Context: an optimization exercise on an open-source flow, tuned for small area. The choices shown serve that exercise and are no tape-out recipe. RTL that was checked went through simulation tests only; none was proved equivalent to the original. Function not checked in run 2: the RTL went through the layout flow alone. No activity file was given, so power comes from the tool's default toggle rates.

==> flow/design.v, too long to show whole: its modules and the start of the top module <==
// module ha2n: 4 lines
// module fa3: 4 lines
// module ha2: 4 lines
// module conv1_layer: 3573 lines
module conv1_layer (
  input clk,
  input rst_n,
  input [7:0] data_in,
  output [11:0] conv_out_1, conv_out_2, conv_out_3,
  output valid_out_conv
);
  // ...
==> flow/flow/run.sh <==
#!/bin/bash
# Standard ORFS layout, with one extra step after synthesis: the combinational
# logic of the standard netlist is re-mapped by ABC for area (registers and
# adder cells are kept as synthesized), then the standard flow continues.
set -euo pipefail
R=orfs/results/$FLOW_PLATFORM/conv1_layer/base
LOGD=orfs/logs/$FLOW_PLATFORM/conv1_layer/base
bash standard.sh synth > 1_standard_synth.log 2>&1
python3 flow/clean.py $R/1_2_yosys.v pre.v > 2_clean.log 2>&1
LIB=$FLOW_HOME/platforms/sky130hd/lib/sky130_fd_sc_hd__tt_025C_1v80.lib
DU=$(grep "^abc -script" $LOGD/1_2_yosys.log | grep -o "\-dont_use [^ ]*" | tr '\n' ' ')
KEEP=$(grep -o "sky130_fd_sc_hd__\(df\|fa_\|ha_\|conb\|dl\|sdf\|edf\)[a-z0-9_]*" $R/1_2_yosys.v | sort -u | tr '\n' ' ')
sed -e "s|@LIB@|$LIB|g" -e "s|@DU@|$DU|g" -e "s|@KEEP@|$KEEP|g" -e "s|@ABCSCRIPT@|flow/abc_min.script|g" flow/post.ys.in > post.ys
yosys -s post.ys > 3_post_yosys.log 2>&1
cp $R/1_2_yosys.v 1_2_yosys.standard.v
cp post.v $R/1_2_yosys.v
rm -f $R/1_synth.odb $R/1_synth.sdc
if [[ -f flow/cts_args.txt ]]; then export CTS_ARGS="$(cat flow/cts_args.txt)"; fi
bash standard.sh finish > 4_standard_finish.log 2>&1
==> flow/flow/abc_min.script <==
strash
dch -f
map -a
topo
dnsize -c
==> flow/flow/clean.py <==
import re,sys
# Replace half adders whose SUM output is unused by plain AND gates.
src=open(sys.argv[1]).read()
cells=list(re.finditer(r'(sky130_fd_sc_hd__ha_1)\s+(\S+)\s*\((.*?)\);',src,re.S))
# count net references
refs={}
for m in re.finditer(r'\.(\w+)\(([^()]*)\)',src):
    n=m.group(2).strip(); refs[n]=refs.get(n,0)+1
out=[];last=0;nrep=0
for m in cells:
    pins=dict((p,n.strip()+' ') for p,n in re.findall(r'\.(\w+)\(([^()]*)\)',m.group(3)))
    s=pins.get('SUM','').strip()
    if s=='' or refs.get(s,0)<=1:
        out.append(src[last:m.start()])
        out.append(f"sky130_fd_sc_hd__and2_1 {m.group(2)} (\n    .A({pins['A']}),\n    .B({pins['B']}),\n    .X({pins['COUT']})\n  );")
        last=m.end(); nrep+=1
out.append(src[last:])
open(sys.argv[2],'w').write(''.join(out))
print('replaced',nrep,'half adders',file=sys.stderr)
==> flow/flow/cts_args.txt <==
-sink_clustering_enable -repair_clock_nets -dont_use_dummy_load -buf_list sky130_fd_sc_hd__clkbuf_8 -sink_clustering_size 20 -sink_clustering_max_diameter 90
==> flow/flow/post.ys.in <==
# Re-map the combinational logic of the standard synthesis netlist with ABC's
# area script. Registers, full adders and half adders stay as they are.
read_liberty -ignore_miss_func @LIB@
read_verilog pre.v
hierarchy -top conv1_layer
setattr -mod -set keep_hierarchy 1 @KEEP@
flatten
select conv1_layer
opt_clean -purge
abc -script @ABCSCRIPT@ -liberty @LIB@ @DU@ -D 10000
opt_clean -purge
splitnets
opt_clean -purge
hilomap -singleton -hicell sky130_fd_sc_hd__conb_1 HI -locell sky130_fd_sc_hd__conb_1 LO
insbuf -buf sky130_fd_sc_hd__buf_4 A X
opt_clean -purge
select -clear
select conv1_layer
stat -liberty @LIB@
check
write_verilog -noattr -nohex -nodec -selected post.v
==> flow/standard.sh <==
#!/bin/bash
# synth_recipe.tcl (not shown) runs the flow's synth.tcl, then flattens the netlist and writes it again
# the make line also repeats each setting of config.mk as NAME=value (left out here)
make -C /OpenROAD-flow-scripts/flow DESIGN_CONFIG=/design/flow/config.mk WORK_HOME=/design/flow/orfs CLKGATE_MAP_FILE= SYNTH_SCRIPT=/design/flow/synth_recipe.tcl "${@:-finish}"
==> flow/config.mk <==
export PLATFORM = sky130hd
export DESIGN_NAME = conv1_layer
export DESIGN_NICKNAME = conv1_layer
export VERILOG_FILES = /design/flow/design.v
export SDC_FILE = /design/flow/constraint.sdc
export NUM_CORES = 4
export LEC_CHECK = 0
export ABC_AREA = 1
export CAP_MARGIN = 20
export CORE_MARGIN = 2
export CORE_UTILIZATION = 40
export GPL_TIMING_DRIVEN = 0
export SLEW_MARGIN = 20
export SYNTH_HIERARCHICAL = 1
==> flow/constraint.sdc <==
create_clock -name core_clock -period 15.0 [get_ports {clk}]
set_input_delay 3.0000 -clock core_clock [delete_from_list [all_inputs] [get_ports {clk}]]
set_output_delay 3.0000 -clock core_clock [all_outputs]
set_load 0.01 [all_outputs]
==> run summary, run 1 <==
HPWL after DPL 181 mm; global routing met2 resource utilization 40.4%; DR DRC count 0; Worst EP required 15.71 ns; Peak Freq 80.6 MHz; TNS Setup 0 ns; CTS tree done; Die ar. 146000 um2; register cell area after layout 23300 um2; Crit path buffers/inverters 4; met3 WL post-DR 23.3 mm; comb_multi_in 3297; DR iter-0 viols 5043; synthesized area 57300 um2; Detail Route Antenna Nets 0; Least-Margin Pin Slew 1.39 ns; worst hold stages 0; final max-slew violation count 0; synthesized instance count 5120; max cap viols 0; Seq/total area 38.0%; fraction of area in multi-input gates 51.5%; Clock transition at path regs 0.11 ns; CTS Sinks 1164; worst setup path class register to register; NetSw 2.39 mW; most frequent CP cell fa_1; Worst Setup EP o3[10]; status finished clean; Placed Cells 7069; Cell Area, Placed 60200 um2; delay of the slowest critical-path stage 1.08 ns; Slowest-stage cell, CP dfxtp_1; Non-clk invs 660; pre-CTS setup slack 2.57 ns; gpl congestion 1.11; P_leak 24.2 nW; YS warnings 7
==> run 2: changes to the inputs <==
--- a/flow/design.v
+++ b/flow/design.v
@@ -12,49 +12,49 @@
 endmodule
 module conv1_layer (
   input clk,
   input rst_n,
   input [7:0] data_in,
   output [11:0] conv_out_1, conv_out_2, conv_out_3,
   output valid_out_conv
 );
-  reg [8*140-1:0] sr;
-  always @(posedge clk) sr <= {sr[8*139-1:0], data_in};
+  reg [8*141-1:0] sr;
+  always @(posedge clk) sr <= {sr[8*140-1:0], data_in};
   reg [4:0] col, row;
   always @(posedge clk) begin
     if (!rst_n) begin col <= 5'd26; row <= 5'd0; end
     else if (col == 5'd27) begin col <= 5'd0; row <= row + 5'd1; end
     else col <= col + 5'd1;
   end
-  wire [7:0] t00 = sr[1119:1112];
-  wire [7:0] t01 = sr[1111:1104];
-  wire [7:0] t02 = sr[1103:1096];
-  wire [7:0] t03 = sr[1095:1088];
-  wire [7:0] t04 = sr[1087:1080];
-  wire [7:0] t10 = sr[895:888];
-  wire [7:0] t11 = sr[887:880];
-  wire [7:0] t12 = sr[879:872];
-  wire [7:0] t13 = sr[871:864];
-  wire [7:0] t14 = sr[863:856];
-  wire [7:0] t20 = sr[671:664];
-  wire [7:0] t21 = sr[663:656];
-  wire [7:0] t22 = sr[655:648];
-  wire [7:0] t23 = sr[647:640];
-  wire [7:0] t24 = sr[639:632];
-  wire [7:0] t30 = sr[447:440];
-  wire [7:0] t31 = sr[439:432];
-  wire [7:0] t32 = sr[431:424];
-  wire [7:0] t33 = sr[423:416];
-  wire [7:0] t34 = sr[415:408];
-  wire [7:0] t40 = sr[223:216];
-  wire [7:0] t41 = sr[215:208];
-  wire [7:0] t42 = sr[207:200];
-  wire [7:0] t43 = sr[199:192];
-  wire [7:0] t44 = sr[191:184];
+  wire [7:0] t00 = sr[1127:1120];
+  wire [7:0] t01 = sr[1119:1112];
+  wire [7:0] t02 = sr[1111:1104];
+  wire [7:0] t03 = sr[1103:1096];
+  wire [7:0] t04 = sr[1095:1088];
+  wire [7:0] t10 = sr[903:896];
+  wire [7:0] t11 = sr[895:888];
+  wire [7:0] t12 = sr[887:880];
+  wire [7:0] t13 = sr[879:872];
+  wire [7:0] t14 = sr[871:864];
+  wire [7:0] t20 = sr[679:672];
+  wire [7:0] t21 = sr[671:664];
+  wire [7:0] t22 = sr[663:656];
+  wire [7:0] t23 = sr[655:648];
+  wire [7:0] t24 = sr[647:640];
+  wire [7:0] t30 = sr[455:448];
+  wire [7:0] t31 = sr[447:440];
+  wire [7:0] t32 = sr[439:432];
+  wire [7:0] t33 = sr[431:424];
+  wire [7:0] t34 = sr[423:416];
+  wire [7:0] t40 = sr[231:224];
+  wire [7:0] t41 = sr[223:216];
+  wire [7:0] t42 = sr[215:208];
+  wire [7:0] t43 = sr[207:200];
+  wire [7:0] t44 = sr[199:192];
   wire s1, c2;
   fa3 us1(t00[0], t10[0], t20[0], s1, c2);
   wire s3, c4;
   fa3 us3(t00[1], t10[1], t20[1], s3, c4);
   wire s5, c6;
   ha2 us5(t30[1], t32[1], s5, c6);
   wire s7, c8;
   fa3 us7(t00[2], t10[2], t20[2], s7, c8);
@@ -3573,13 +3573,11 @@
   wire s3519, c3520;
   fa3 us3519(c3491, s3492, c3518, s3519, c3520);
   wire s3521, c3522;
   fa3 us3521(c3493, ~c3459, c3520, s3521, c3522);
   wire s3523, c3524;
   fa3 us3523(c3459, 1'b1, c3522, s3523, c3524);
   wire [11:0] res2 = {~c3524, s3523, s3521, s3519, s3517, s3515, s3513, s3511, s3509, s3507, s3505, s3503};
   wire valid_c = (col < 5'd24) && (row >= 5'd6) && (row <= 5'd29);
-  reg [11:0] o1,o2,o3;
-  always @(posedge clk) begin o1<=res0; o2<=res1; o3<=res2; end
-  assign conv_out_1=o1; assign conv_out_2=o2; assign conv_out_3=o3;
+  assign conv_out_1=res0; assign conv_out_2=res1; assign conv_out_3=res2;
   assign valid_out_conv = valid_c;
 endmodule
==> flow/flow/cts_args.txt (replaced) <==
-sink_clustering_enable -repair_clock_nets -dont_use_dummy_load -buf_list sky130_fd_sc_hd__clkbuf_8 -sink_clustering_size 20 -sink_clustering_max_diameter 60
==> run 2 against run 1 <==
  * Now fails the layout checks on negative setup slack
  * Sequential cell count shrank 26
  * Sequential power shrank 5%
  * Final area grew 0.98%
  * Via count is essentially flat
  * Non-clock buffer count grew 59
  * Combinational power grew 64%
  * Register-to-register slack gained 10 ns
  * Clock power grew 4%
  * Global-route usage grew 0.46 points
  * Routed wire length grew 1.7%
  * Hold slack lost 0.0061 ns
  * Critical path type is now register to output pin
==> run summary, run 2 <==
final cycle utilization of the critical path 100%; WP data arrival 12.04 ns; Clk Latency, worst-skew pair 0.85 ns; layout check failures negative setup slack; Die ar. 145000 um2 (-0.61%); vias per inst 5.48; Max clock buf depth 3; worst rel slew slack 12.5%; TritonCTS Buffers 89; final worst slack -0.0356 ns; PwrDens 136 nW/um2; Worst EP required 12.00 ns (-3.71 ns); Avg Cell Area, Syn 11.2 um2; final max-slew violation count 0 (unchanged); DR iter-0 viols 4956 (-1.7%); effective utilization at floorplan 40.3%; worst setup path class register to output pin; synthesized instance count 5087 (-0.64%); # setup viols final 1; drt wl/cell 30.0 um; routed vias 39200; Rows 138; synthesized area 56900 um2 (-0.61%); DR DRC count 0 (unchanged); TNS Setup -0.0356 ns (-0.0356 ns); H-tree lvl count 3; CP max FO 11; Post-Route Skew 0.123 ns; Least-Margin Pin Slew 1.31 ns (-0.0824 ns); delay of the slowest critical-path stage 0.70 ns (-0.38 ns); status complete, but fails checks; final hold vios 0; P_leak 24.5 nW (+1.2%); RSZ-0062 raised after global routing true; max cap viols 0 (unchanged); largest net degree at the start of global routing 21; Detail Route Antenna Nets 0 (unchanged); Hold Crit Class register to register; YS warnings 7 (unchanged); Hold-fix buffers, CTS 0; Worst R2R Setup Slack 13.05 ns; HPWL after DPL 182 mm (+0.77%); CTS tree done; total grt overflow 0; Chip Width 381 um; routed wire length 215 mm; commonest non-fill, non-tap cell in the layout dfxtp_1; Placed Cells 7040 (-0.41%); Global Route Usage Sum 29.6%; DRT Pass-1 Iters 5; Overall Power 8.44 mW; vias in the first global route 38300; minimum clock period 15.04 ns; Most flops, register sr; first-pass GRT wire length 296 mm; share of layout cells above drive strength 1 6.44%; Slowest-stage cell, CP a2111oi_4; NumNets Final 6348; number of flip-flops in the largest register 1128; I/O pin count 47; Worst Setup End Kind output pin; PortBufs 46; gpl congestion 1.11 (-0.15%); crit start category register; core outline area 141000 um2; Peak Freq 66.5 MHz (-17%); CTS root buf clkbuf_8; CTS Sinks 1138 (-2.2%); antenna violations before repair 11; most frequent CP cell fa_1; area grow syn2layout 8.69%; worst IR drop on VDD 0.348 mV; Clock transition at path regs 0.11 ns (about the same); biggest regs sr: 1128 flops, col: 5 flops, row: 5 flops; die height 381 um; commonest cells after routing, fill and taps aside 1063 x dfxtp_1, 917 x fa_1, 687 x nor2_1; Layout Cells excl Fill 7161
[run 2: changes by cell type in the layout (fill, tap and decap cells not counted), moves of 13 or more]
cell / before / now
clkinv_1: 660 / 609
fa_2: 0 / 31
dfxtp_1: 1162 / 1063
buf_4: 6 / 63
fa_1: 948 / 917
dfxtp_2: 2 / 51
nor2_1: 707 / 687
o21ai_0: 258 / 243
clkbuf_8: 76 / 89
dfxtp_4: 0 / 24
[run 2: final timing paths]
path	from	endpoint	cells after the start
worst max-delay path	sr[867]	conv_out_3[10]	27
worst min-delay path	sr[280]	sr[288]	0
worst max register to register	col[0]	row[4]	8
worst min register to register	sr[280]	sr[288]	0
[run 2: layout make-up]
type,count,area [um2]
Fill cell,13400,79500
Tap cell,1890,2360
Timing Repair Buffer,80,722
Sequential cell,1138,22900
Multi-Input combinational cell,3296,32000
Inverter,626,2390
Antenna cell,5,12.5
Clock buffer,89,1220
Buffer,37,267
[run 2: metal layers]
layer  vias to the layer above  track usage (%)  routed length (um)
met4                         6             17.8               15600
li1                      16900                -                   -
met2                      2025             41.7               88200
met1                     19900             40.9               88600
met5                         -                0                  41
met3                       482             7.74               22600
[run 2: through the flow]
stage	setup WS, ns	util [%]	hold slack [ns]	area [um2]
after floorplan	1.33	-	0.310	57000
after global placement	-1.26	42.3	0.310	59800
after detailed placement	-0.879	42.4	0.312	59900
after CTS	-0.157	43.5	0.264	61600
after global routing	-0.187	43.8	0.253	61900
final	-0.0356	43.8	0.262	61900
[run 2: repair_timing]
| item | CTS | global route |
|---|---|---|
| endpoints found under the hold margin | 0 | 0 |
| setup buffers | 16 | 10 |
| endpoints found under the setup margin | 18 | 9 |
| pin swaps | 27 | 18 |
| gates resized for setup | 144 | 78 |
[run 2: where the power goes]
part	internal, mW	switching [mW]	leakage, nW	total (mW)
logic	2.01	1.88	14.5	3.89
clock network	0.528	0.896	0.640	1.42
registers	3.08	0.0423	9.36	3.12
[run 2: worst max-delay path: cells and delay by family (launching register included)]
family / cells / cell delay (ns)
AO/OA/AOI/OAI: 5 / 1.33
adder cells (fa/ha/maj): 18 / 8.16
buffers and inverters: 4 / 1.08
flip-flops: 1 / 0.67

re-timing with driven ports:
The results above use ideal ports. As a check the final layouts listed here were re-extracted and re-timed, cells and wires unchanged.
Step 1 assumes that a clkbuf_16 drives the clock port and a buf_2 every other input.
Step 2 moves the port delays by t, midway between the first and last clock arrival at a register: inputs arrive t later, outputs are due t later. That takes back most of the time a late clock gives input paths.
a / b / c = ideal / step 1 / step 2; a / b = the first two.
run	shift t [ns]	slack for setup (ns)	worst hold slack (ns)
run 1	0.892	2.590 / 2.590 / 2.590	0.268 / 0.268 / 0.268
run 2	0.866	-0.036 / -0.110 / 0.756	0.262 / 0.262 / 0.262
